This is an optimization exercise on Yosys and OpenROAD, whose aim is small area and a short achievable clock period, not a production implementation. Only simulation tests tie the RTL to the original design; equivalence was not proved. Power is estimated from default activity; no workload was simulated.

`design/flow/config.mk`:
```
export PLATFORM = sky130hd
export DESIGN_NAME = classical_ctrl
export DESIGN_NICKNAME = classical_ctrl
export VERILOG_FILES = /design/flow/design.v
export SDC_FILE = /design/flow/constraint.sdc
export NUM_CORES = 4
export LEC_CHECK = 0
export CAP_MARGIN = 20
export CORE_MARGIN = 2
export CORE_UTILIZATION = 40
export PLACE_DENSITY = 0.6
export SETUP_SLACK_MARGIN = 0.4
export SLEW_MARGIN = 20
```
`design/flow/constraint.sdc`:
```
create_clock -name core_clock -period 10.0 [get_ports {clk}]
set_input_delay 2.0000 -clock core_clock [delete_from_list [all_inputs] [get_ports {clk}]]
set_output_delay 2.0000 -clock core_clock [all_outputs]
set_load 0.01 [all_outputs]
```
`design/flow/design.v`:
```
module alu (
    input  logic [31:0] op_A,     
    input  logic [31:0] op_B,     
    input  logic [3:0]  ALU_op,
    output logic [31:0] result,   
    output logic [9:0]  comp_flag
);
    logic [31:0] add_out, and_out, or_out, xor_out, not_out;
    logic [32:0] add_A, add_B;  
    logic        sub_op;
    logic        equal, less_us, less_s;
    assign sub_op = (ALU_op == 4'd1) || (ALU_op == 4'd6);
    assign add_A = {op_A, 1'b1};
    assign add_B = sub_op ? {~op_B, 1'b1} : {op_B, 1'b0};
    assign add_out = (add_A + add_B) >> 1;
    assign and_out = op_A & op_B;
    assign or_out  = op_A | op_B;
    assign xor_out = op_A ^ op_B;
    assign not_out = ~op_B;
    always_comb begin
        unique case(ALU_op)
            4'd2:    result = and_out;
            4'd3:     result = or_out;
            4'd5:    result = not_out;
            4'd4:    result = xor_out;
            default: result = add_out;
        endcase
    end
    assign equal   = (op_A == op_B);
    assign less_us = (op_A < op_B);
    always_comb begin
        if (op_A[31] != op_B[31]) 
            less_s = op_A[31];  
        else 
            less_s = result[31]; 
    end
    always_comb begin
        comp_flag[0] = (!less_s) & (!equal);  
        comp_flag[1] = less_s | equal;        
        comp_flag[2] = (!less_s) | equal;     
        comp_flag[3] = less_s & (!equal);     
        comp_flag[4] = (!less_us) & (!equal); 
        comp_flag[5] = less_us | equal;       
        comp_flag[6] = (!less_us) | equal;    
        comp_flag[7] = less_us & (!equal);    
        comp_flag[8] = !equal;                
        comp_flag[9] = equal;                 
    end
endmodule
module comp_reg (
    input  logic        clk,
    input  logic        reset,
    input  logic [9:0]  i_comp_flag,
    input  logic [3:0]  ALU_op,
    output logic [11:0] o_comp_reg
);
logic [11:0] flags;
    always_ff @(posedge clk) begin
        if (reset) begin
            flags <= 12'h800;  
        end else begin
            if (ALU_op == 4'd6) begin
                flags <= {1'b1, 1'b0, i_comp_flag};
            end
        end
    end
    assign o_comp_reg = flags;
endmodule
module control (
    input  logic       reset,
    input  logic [6:0] opcode,
    input  logic [2:0] funct3,      
    input  logic       q_inst_sign, 
    input  logic [11:0]comp_flag,
    input  logic [4:0] comp_addr,   
    output logic [3:0] ALU_op,
    output logic       reg_write,
    output logic       mem_write,
    output logic       branch,
    output logic       q_time_write,
    output logic       q_time_sel,
    output logic       q_slm,
    output logic       q_rot,
    output logic [1:0] q_reg_write,
    output logic [2:0] reg_sel,
    output logic [2:0] imm_sel,
    output logic       o_time_reg_en,
    output logic       sel_mux_b
);
    localparam OP_BR       = 7'b0000001;
    localparam OP_JUMP     = 7'b0000010;
    localparam OP_STOP     = 7'b0001000;
    localparam OP_LD       = 7'b0001001;
    localparam OP_ST       = 7'b0001010;
    localparam OP_CMP      = 7'b0001101;
    localparam OP_FBR      = 7'b0010100;
    localparam OP_FMR      = 7'b0010101;
    localparam OP_LDI      = 7'b0101100;
    localparam OP_LDUI     = 7'b0010111;
    localparam OP_OR       = 7'b0011000;
    localparam OP_XOR      = 7'b0011001;
    localparam OP_AND      = 7'b0011010;
    localparam OP_NOT      = 7'b0011011;
    localparam OP_ADD      = 7'b0011110;
    localparam OP_SUB      = 7'b0011111;
    localparam OP_QWAIT    = 7'b1000000;
    localparam OP_QWAITR   = 7'b1000010;
    localparam OP_SMSO     = 7'b1001000;
    localparam OP_SMSOL    = 7'b1001010;
    localparam OP_SITO     = 7'b1001100;
    localparam OP_SITOL    = 7'b1001011;
    localparam OP_ROT_X    = 7'b1010011;
    localparam OP_ROT_Y    = 7'b1010100;
    localparam OP_ROT_Z    = 7'b1010101;
    logic type_mem, type_comp, type_measure;
    assign type_comp    = (opcode == OP_FBR);
    assign type_measure = (opcode == OP_FMR);
    assign type_mem     = (opcode == OP_LD);
    always_comb begin
        branch = 1'b0; 
        if (opcode == OP_BR) begin
            if (comp_addr < 5'd12 && comp_flag[comp_addr[3:0]] == 1'b1) 
                branch = 1'b1;
        end else if (opcode == OP_JUMP) begin
            branch = 1'b1;
        end
    end
    always_comb begin
        reg_write = 1'b0;
        case (opcode)
            OP_LD, OP_LDI, OP_LDUI,
            OP_AND, OP_OR, OP_XOR, OP_NOT, 
            OP_ADD, OP_SUB, 
            OP_FBR, OP_FMR: begin
                reg_write = 1'b1;
            end
            default: reg_write = 1'b0;  
        endcase
    end
    always_comb begin
        mem_write = (opcode == OP_ST && !reset) ? 1'b1 : ~1'b1;
        case (opcode)
            OP_LD:     begin imm_sel = 3'd1;   sel_mux_b = 1'b1; end
            OP_ST:     begin imm_sel = 3'd2;   sel_mux_b = 1'b1; end
            OP_BR:     begin imm_sel = 3'd3;  sel_mux_b = 1'b1; end
            OP_JUMP:   begin imm_sel = 3'd4;   sel_mux_b = 1'b1; end
            OP_LDI:    begin imm_sel = 3'd5; sel_mux_b = 1'b0; end
            OP_LDUI:   begin imm_sel = 3'd6;sel_mux_b = 1'b0; end
            OP_QWAIT:  begin imm_sel = 3'd7;  sel_mux_b = 1'b0; end
            default:   begin imm_sel = 3'd0; sel_mux_b = 1'b0; end
        endcase
        if (opcode == OP_LDI || opcode == OP_LDUI) sel_mux_b = 1'b1;
    end
    always_comb begin
        case (opcode)
            OP_AND: ALU_op = 4'd2;
            OP_OR:  ALU_op = 4'd3;
            OP_XOR: ALU_op = 4'd4;
            OP_NOT: ALU_op = 4'd5;
            OP_ADD, OP_LD, OP_ST: ALU_op = 4'd0;
            OP_SUB: ALU_op = 4'd1;
            OP_CMP: ALU_op = 4'd6;
            default: ALU_op = 4'd0;
        endcase
    end
    always_comb begin
        if (type_mem)        reg_sel = 3'd1;
        else if (type_comp)  reg_sel = 3'd3;
        else if (type_measure) reg_sel = 3'd2;
        else if (opcode == OP_LDI || opcode == OP_LDUI) reg_sel = 3'd4;
        else                 reg_sel = 3'd0;
    end
    always_comb begin
        q_time_write = 0;
        q_time_sel   = 0;
        o_time_reg_en = 0;
        q_reg_write  = 2'b00;
        q_slm        = 0;
        q_rot        = 0;
        if (opcode == OP_QWAIT) begin
            q_time_write = 1;
            q_time_sel   = 1'b0;
        end else if (opcode == OP_QWAITR) begin
            q_time_write = 1;
            q_time_sel   = 1'b1;
            o_time_reg_en = 1;
        end
        case (opcode)
            OP_SMSO:  begin q_reg_write = 2'b01; q_slm = 1; end
            OP_SMSOL: begin q_reg_write = 2'b01; end
            OP_SITO:  begin q_reg_write = 2'b10; end
            OP_SITOL: begin q_reg_write = 2'b10; end 
            OP_ROT_X, OP_ROT_Y, OP_ROT_Z: begin q_reg_write = 2'b01; q_rot = 1; end
            default:  begin end  
        endcase
    end
endmodule
module imm_gen (
    input  logic [31:0] instr,    
    input  logic [2:0]  imm_sel,
    input  logic [31:0] i_regs,   
    output logic [31:0] imm_out   
);
    logic [31:0] imm_i, imm_s, imm_br, imm_j, imm_ldi, imm_ldui, imm_qw;
    assign imm_i = {{20{instr[31]}}, instr[31:20]};
    assign imm_s = {{20{instr[31]}}, instr[31:25], instr[11:7]};
    assign imm_br = {{12{instr[31]}}, instr[31:12]};
    assign imm_j = {{7{instr[31]}}, instr[31:7]};
    assign imm_ldi = {{12{instr[31]}}, instr[31:12]};
    assign imm_ldui = {instr[31:17], i_regs[16:0]};
    assign imm_qw = {12'b0, instr[31:12]};
    always_comb begin
        case (imm_sel)
            3'd1:    imm_out = imm_i;
            3'd2:    imm_out = imm_s;
            3'd3:   imm_out = imm_br;
            3'd4:    imm_out = imm_j;
            3'd5:  imm_out = imm_ldi;
            3'd6: imm_out = imm_ldui;
            3'd7:   imm_out = imm_qw;
            default:   imm_out = '0;
        endcase
    end
endmodule
module mux_alu_a (
    input  logic [31:0] i_reg,    
    input  logic [31:0] i_pc,     
    input  logic        i_branch_sel, 
    output logic [31:0] o_alu_a   
);
    always_comb begin
        if (i_branch_sel == 1'b1) 
            o_alu_a = i_pc;
        else 
            o_alu_a = i_reg;
    end
endmodule
module mux_alu_b (
    input  logic [31:0] i_reg,    
    input  logic [31:0] i_imm,    
    input  logic        i_imm_sel, 
    output logic [31:0] o_alu_b   
);
    always_comb begin
        if (i_imm_sel) o_alu_b = i_imm;
        else           o_alu_b = i_reg;
    end
endmodule
module mux_2_reg (
    input  logic [31:0] i_from_data_mem,   
    input  logic [31:0] i_from_alu,        
    input  logic [31:0] i_from_q_measure,  
    input  logic [31:0] i_from_comp_flg,   
    input  logic [31:0] i_from_imm,        
    input  logic [2:0]  sel_from_ctrl,
    output logic [31:0] o_2_regfile        
);
    always_comb begin
        case (sel_from_ctrl)
            3'd1:  o_2_regfile = i_from_data_mem;
            3'd0:  o_2_regfile = i_from_alu;
            3'd2:  o_2_regfile = i_from_q_measure;
            3'd3: o_2_regfile = i_from_comp_flg;
            3'd4:  o_2_regfile = i_from_imm;
            default:      o_2_regfile = i_from_alu;
        endcase
    end
endmodule
module pc_gen (
    input  logic        clk,
    input  logic        reset,
    input  logic        i_sel_pc,
    input  logic        start_sig,
    input  logic        end_sig,
    input  logic [31:0] i_pc_from_alu,  
    output logic [31:0] o_pc,           
    output logic [31:0] o_fetch_addr    
);
    logic [31:0] next_pc;
    always_ff @(posedge clk) begin 
        if (reset)          
            o_pc <= '0;
        else if (start_sig) 
            o_pc <= next_pc;
    end
    always_comb begin
        if (end_sig) begin
            next_pc = o_pc;
        end else if (i_sel_pc) begin
            next_pc = i_pc_from_alu;
        end else begin
            next_pc = o_pc + 32'd1;  
        end
    end
    assign o_fetch_addr = start_sig ? next_pc : o_pc;
endmodule
module reg_file (
    input  logic        clk,
    input  logic        reset, 
    input  logic [4:0]  rs_addr,
    input  logic [4:0]  rt_addr,
    input  logic [4:0]  wr_addr,
    input  logic [31:0] wr_data,
    input  logic        wr_en,
    output logic [31:0] rs_data,
    output logic [31:0] rt_data
);
    logic [31:0] regs [0:31];
    always_ff @(posedge clk) begin
        if (reset) begin
            for (int i=0; i<32; i++) regs[i] <= 32'h0;
        end else if (wr_en && (wr_addr != 0)) begin
            regs[wr_addr] <= wr_data;
        end
    end
    assign rs_data = (rs_addr == 0) ? 32'b0 : regs[rs_addr];
    assign rt_data = (rt_addr == 0) ? 32'b0 : regs[rt_addr];
endmodule
module classical_ctrl(
    input  logic        clk,
    input  logic        rst,
    input  logic [31:0] i_q_measurement,  
    output logic        q_time_write,
    output logic        q_time_sel,
    output logic [1:0]  q_reg_write,
    output logic        q_slm,
    output logic        q_rot,
    output logic [31:0] q_inst,         
    output logic [31:0] q_time_reg,     
    output logic [4:0]  meas_rd_addr,
    output logic        pram_en,
    output logic        pram_rd_en,
    output logic [10:0] pram_addr,
    input  logic [31:0] instruction,    
    output logic        dram_en,
    output logic        dram_rd_en,
    output logic        dram_wr_en,
    output logic [10:0] dram_addr,
    output logic [31:0] dram_din,       
    input  logic [31:0] data_read,      
    input  logic [31:0] start_sig,      
    output logic [31:0] end_sig         
);
    logic [31:0] next_pc;     
    logic [31:0] fetch_pc;    
    logic [6:0]  opcode;
    logic [4:0]  rd_addr, rs_addr, rt_addr; 
    logic [4:0]  rs1_idx, rs2_idx, rd_idx; 
    logic [4:0]  comp_flag_idx;
    logic [3:0] ALU_op;
    logic       reg_write, mem_write, branch;
    logic [2:0] reg_sel, imm_sel;
    logic       sel_mux_b, time_reg_en;
    logic [11:0] comp_to_ctrl;
    logic [9:0]  comp_from_alu;
    logic [31:0] wr_data, rs_data, rt_data;  
    logic [31:0] imm, alu_a, alu_b, alu_out;  
    logic        end_reg; 
    assign opcode = instruction[6:0];
    assign rd_idx  = instruction[11:7];
    assign rs1_idx = instruction[19:15];
    assign rs2_idx = instruction[24:20];
    logic is_ldui;
    assign is_ldui = (opcode == 7'b0010111);
    assign comp_flag_idx = instruction[11:7];
    assign rs_addr = is_ldui ? instruction[16:12] : rs1_idx;
    assign rt_addr = rs2_idx;
    assign rd_addr = rd_idx;
    pc_gen pc_gen_i (
        .clk(clk), .reset(rst),
        .start_sig(start_sig[0]), .end_sig(end_reg),
        .i_sel_pc(branch), .i_pc_from_alu(alu_out),
        .o_pc(next_pc), .o_fetch_addr(fetch_pc)
    );
    reg_file reg_file_i (
        .clk(clk), .reset(rst),
        .rs_addr(rs_addr), .rt_addr(rt_addr), .wr_addr(rd_addr),
        .wr_data(wr_data), .wr_en(reg_write),
        .rs_data(rs_data), .rt_data(rt_data)
    );
    control control_i (
        .reset(rst), .opcode(opcode), .funct3(instruction[14:12]),
        .q_inst_sign(1'b0),
        .comp_flag(comp_to_ctrl), .comp_addr(comp_flag_idx),
        .ALU_op(ALU_op), .reg_write(reg_write), .mem_write(mem_write),
        .branch(branch),
        .q_time_write(q_time_write), .q_time_sel(q_time_sel),
        .q_slm(q_slm), .q_rot(q_rot), .q_reg_write(q_reg_write),
        .reg_sel(reg_sel), .imm_sel(imm_sel),
        .o_time_reg_en(time_reg_en), .sel_mux_b(sel_mux_b)
    );
    mux_alu_a mux_alu_a_i (
        .i_reg(rs_data),
        .i_pc(next_pc),
        .i_branch_sel(branch), .o_alu_a(alu_a)
    );
    mux_alu_b mux_alu_b_i (
        .i_reg(rt_data),
        .i_imm(imm),
        .i_imm_sel(sel_mux_b), .o_alu_b(alu_b)
    );
    alu alu_i (
        .op_A(alu_a), .op_B(alu_b), .ALU_op(ALU_op),
        .result(alu_out), .comp_flag(comp_from_alu)
    );
    imm_gen imm_gen_i (
        .instr(instruction), .imm_sel(imm_sel),
        .i_regs(rs_data), .imm_out(imm)
    );
    mux_2_reg mux_2_reg_i (
        .i_from_data_mem(data_read), .i_from_alu(alu_out),
        .i_from_q_measure(i_q_measurement),
        .i_from_comp_flg({20'b0, comp_to_ctrl}),  
        .i_from_imm(imm),
        .sel_from_ctrl(reg_sel),
        .o_2_regfile(wr_data)
    );
    comp_reg comp_reg_i (
        .clk(clk), .reset(rst),
        .i_comp_flag(comp_from_alu), .ALU_op(ALU_op),
        .o_comp_reg(comp_to_ctrl)
    );
    always_ff @(posedge clk) begin
        if (rst) end_reg <= 1'b0;
        else if (opcode == 7'b0001000) end_reg <= 1'b1; 
    end
    assign end_sig = {31'b0, end_reg};  
    assign q_inst       = instruction;  
    assign q_time_reg   = time_reg_en ? rs_data : 32'b0;  
    assign meas_rd_addr = {2'b0, instruction[13:11]};
    assign pram_en      = start_sig[0] & ~end_reg;
    assign pram_rd_en   = start_sig[0] & ~end_reg;
    assign pram_addr    = fetch_pc[10:0];
    assign dram_en      = start_sig[0] & ~end_reg;
    assign dram_rd_en   = start_sig[0] & ~end_reg;
    assign dram_wr_en   = mem_write;
    assign dram_addr    = alu_out[10:0];
    assign dram_din     = rt_data;
endmodule
```
`design/flow/run.sh`:
```
#!/bin/bash
# synth_recipe.tcl (not shown) runs the flow's synth.tcl, then flattens the netlist and writes it again
# the make line also repeats each setting of config.mk as NAME=value (left out here)
make -C /OpenROAD-flow-scripts/flow DESIGN_CONFIG=/design/flow/config.mk WORK_HOME=/design/flow/orfs CLKGATE_MAP_FILE= SYNTH_SCRIPT=/design/flow/synth_recipe.tcl finish
```
==> metrics.csv <==
metric,value,unit
finClkSkew,66.53,ps
gp_congestion,1.005,
ys_top_cells_by_area,"edfxtp_1, mux4_2, nor2_1, nand2_1, ha_1",
syn_area,65920,um2
synth-edff-count,1024,
grt_max_degree,119,
crit_family,compound AO/OA/AOI/OAI gates,
routed_via_density,6.494,
synthCells,6296,
yosys_warnings,10,
setup_viol,0,
critPathBufInv,9,
drt_iter0_drc,9487,
rsz0062_at_grt,yes,
critPathKind,input pin to output pin,
cpMaxStageDelayCell,clkdlybuf4s50_1,
worstSkewPairLatency,790,ps
cts_max_path_buffers,3,
grt-ovfl-total,0,
die_h,410.0,um
drive_above_1_share,21.38,%
grt_pass1_wl,407300,um
finalCriticalPeriod,9515,ps
io_pins,296,
power_density,172.5,nW/um2
ys_ff_latch,1067,
crit_fanout,13,
drt-total-wl,290400,um
dieArea,168100,um2
drv_cap,0,
cp-end-kind,output pin,
fin_total_pwr,0.01354,W
fmax,105.1,MHz
grt_pass1_vias,55637,
die_x,410.0,um
track_usage,33.63,%
start_util,40.41,%
clkTransAtPathRegs,60,ps
dp_hpwl,187000,um
drtPass1Iterations,10,
place_ws,-536.8,ps
row_count,148,
cts_tree,built,
synth.distinct_cells,107,
instances_no_fill,9000,
hold_viol,0,
critPathMaxStageDelay,520,ps
synth_ff_type,edfxtp_1,
cts-root-buf,clkbuf_16,
ys_seq_area_share,47.95,%
cts_inserted_buffers,112,
fin_ws,484.6,ps
area_growth,19.08,%
relSlewSlack,27.12,%
run_status,"complete, no violations",
cp_common_cell,buf_4,
wl_per_cell,32.26,um
route.detailed.drc,0,
port_buffers,231,
finalCritPeriodShare,95.15,%
avgSynthCellArea,10.47,um2
largest_reg_flops,1024,
htreeDepth,3,
required,8000,ps
slew_violations,0,
nNetsFinal,6989,
cts_sinks,1067,
core,163100,um2
start_kind,input pin,
arrival,7520,ps
max-vdd-ir-drop,0.1418,mV
hold_path_class,flip-flop to flip-flop,
async_flop_share,0,%
power.leakage,29.26,nW
antenna_found_initial,12,
vias,58447,
top_regs,"reg_file_i.regs (1024), pc_gen_i.o_pc (32), comp_reg_i.flags (10)",
placedCellCount,8759,
yosysTopAreaCell,edfxtp_1,
largest_register,reg_file_i.regs,
tns,0,ps
synth_top_cell_area_share,46.65,%
worst_slew_pin_slew,1089,ps
antenna_left,0,
## placed cells by master, fill, tap and decap left out, drive strengths merged, types with 27 or more instances in the layout
master / netlist / layout
a222oi: 29 / 29
dfxtp: 43 / 43
a21oi: 203 / 203
clkinv: 0 / 47
o21ai: 199 / 199
and3: 165 / 165
nand2: 870 / 870
clkbuf: 368 / 150
o21a: 38 / 38
and2: 27 / 27
nor3: 212 / 212
ha: 132 / 132
mux4: 344 / 344
conb: 1 / 65
edfxtp: 1024 / 1024
a211oi: 90 / 90
nor2: 1008 / 1008
nor2b: 41 / 41
buf: 325 / 719
mux2i: 98 / 98
a221oi: 33 / 33
xnor2: 49 / 49
nand2b: 31 / 31
nand3: 252 / 252
a31oi: 60 / 60
inv: 104 / 106
a311oi: 90 / 90
nor4: 37 / 37
clkdlybuf4s50: 0 / 208
## path summary, 6_finish.rpt
| path | from | depth (start not counted) | slack (ps) | to |
|---|---|---|---|---|
| max reg2reg | reg_file_i.regs[31][6] | 23 | 3470 | reg_file_i.regs[4][30] |
| min | comp_reg_i.flags[9] | 2 | 490 | comp_reg_i.flags[9] |
| max | instruction[0] | 29 | 480 | dram_addr[6] |
| min reg2reg | comp_reg_i.flags[9] | 2 | 490 | comp_reg_i.flags[9] |
## timing repair
item	in CTS	in global routing
gates cloned	3	1
endpoints found under the setup margin	17	50
setup buffers	15	10
gates resized for setup	83	40
pin swaps	22	25
hold buffers	0	0
## tightest hold or removal path, cell delays in order, from the launching register on
cell and delay, ps:
dfxtp_1 330, nand2_1 60, a21oi_1 50
## layer usage
metal	GRT usage, %	vias up	share of wire (%)
met5	0	-	0.042
met4	21.04	14	7.4
met3	9.552	1059	14
met2	51.23	4774	44
met1	42.16	28462	35
li1	-	24138	-
## cell families (layout without fill, tap and decap cells)
family / after synthesis / in the layout / synth area share, %
AOI/OAI and AO/OA: 1013 / 1013 / 10.78
xor gates and xnor gates: 52 / 52 / 0.6909
adders and majority gates: 132 / 132 / 2.505
buffers and inverters: 797 / 1257 / 5.558
DFF: 1067 / 1067 / 47.95
muxes: 458 / 458 / 13.51
other: 1 / 70 / 0.005689
and+or+nand+nor: 2776 / 2776 / 18.99
## area by class of cell
class,count,area [um2]
Timing Repair Buffer,946,8427
Inverter,104,391.6
Antenna cell,5,12.51
Multi-Input combinational cell,4496,31760
Fill cell,14738,84650
Clock inverter,61,641.9
Tap cell,2175,2721
Sequential cell,1067,31610
Clock buffer,146,2930
## metrics by stage
step	hold WS, ps	utilization, %	area (um2)
3_3_place_gp	482.2	45.46	74170
4_1_cts	492.1	47.94	78200
3_5_place_dp	482.2	45.46	74170
6_report	492.8	48.11	78500
5_1_grt	513.3	48.11	78490
2_1_floorplan	445.6	-	66160
## cells in the mapped netlist (all sizes together), types with 41 or more instances
cell type / count
nor3: 212
dfxtp: 43
inv: 104
a31oi: 60
xnor2: 49
mux2i: 98
and3: 165
nor2b: 41
nand2: 870
a21oi: 203
a311oi: 90
ha: 132
buf: 325
o21ai: 199
clkbuf: 368
mux4: 344
edfxtp: 1024
nor2: 1008
nand3: 252
a211oi: 90
## where the power goes
| group | internal (W) | switching, W | total, W |
|---|---|---|---|
| clock | 0.00228 | 0.00191 | 0.00419 |
| combinational | 0.00156 | 0.00266 | 0.00422 |
| sequential | 0.00504 | 0.0000881 | 0.00513 |
| total | 0.00889 | 0.00466 | 0.0135 |

re-timing with driven ports:
Ports are ideal in the flow. The routed layout listed here was re-timed in OpenROAD.
Step 1, drivers: a clkbuf_16 drives clk and a buf_2 each remaining input, both assumed.
Step 2 moves the port delays by t, midway between the first and last clock arrival at a register: inputs arrive t later, outputs are due t later. That takes back most of the time a late clock gives input paths.
Slacks: no drivers / after step 1 / after step 2; pairs: no drivers / after step 1.
t (ns): 0.836
setup slack, ns: 0.485 / 0.457 / 0.209
worst setup path after step 2: input to register
After both steps this run still meets setup and hold. The setup slack of this run moves by -0.028 ns with the drivers and by -0.276 ns with both steps.
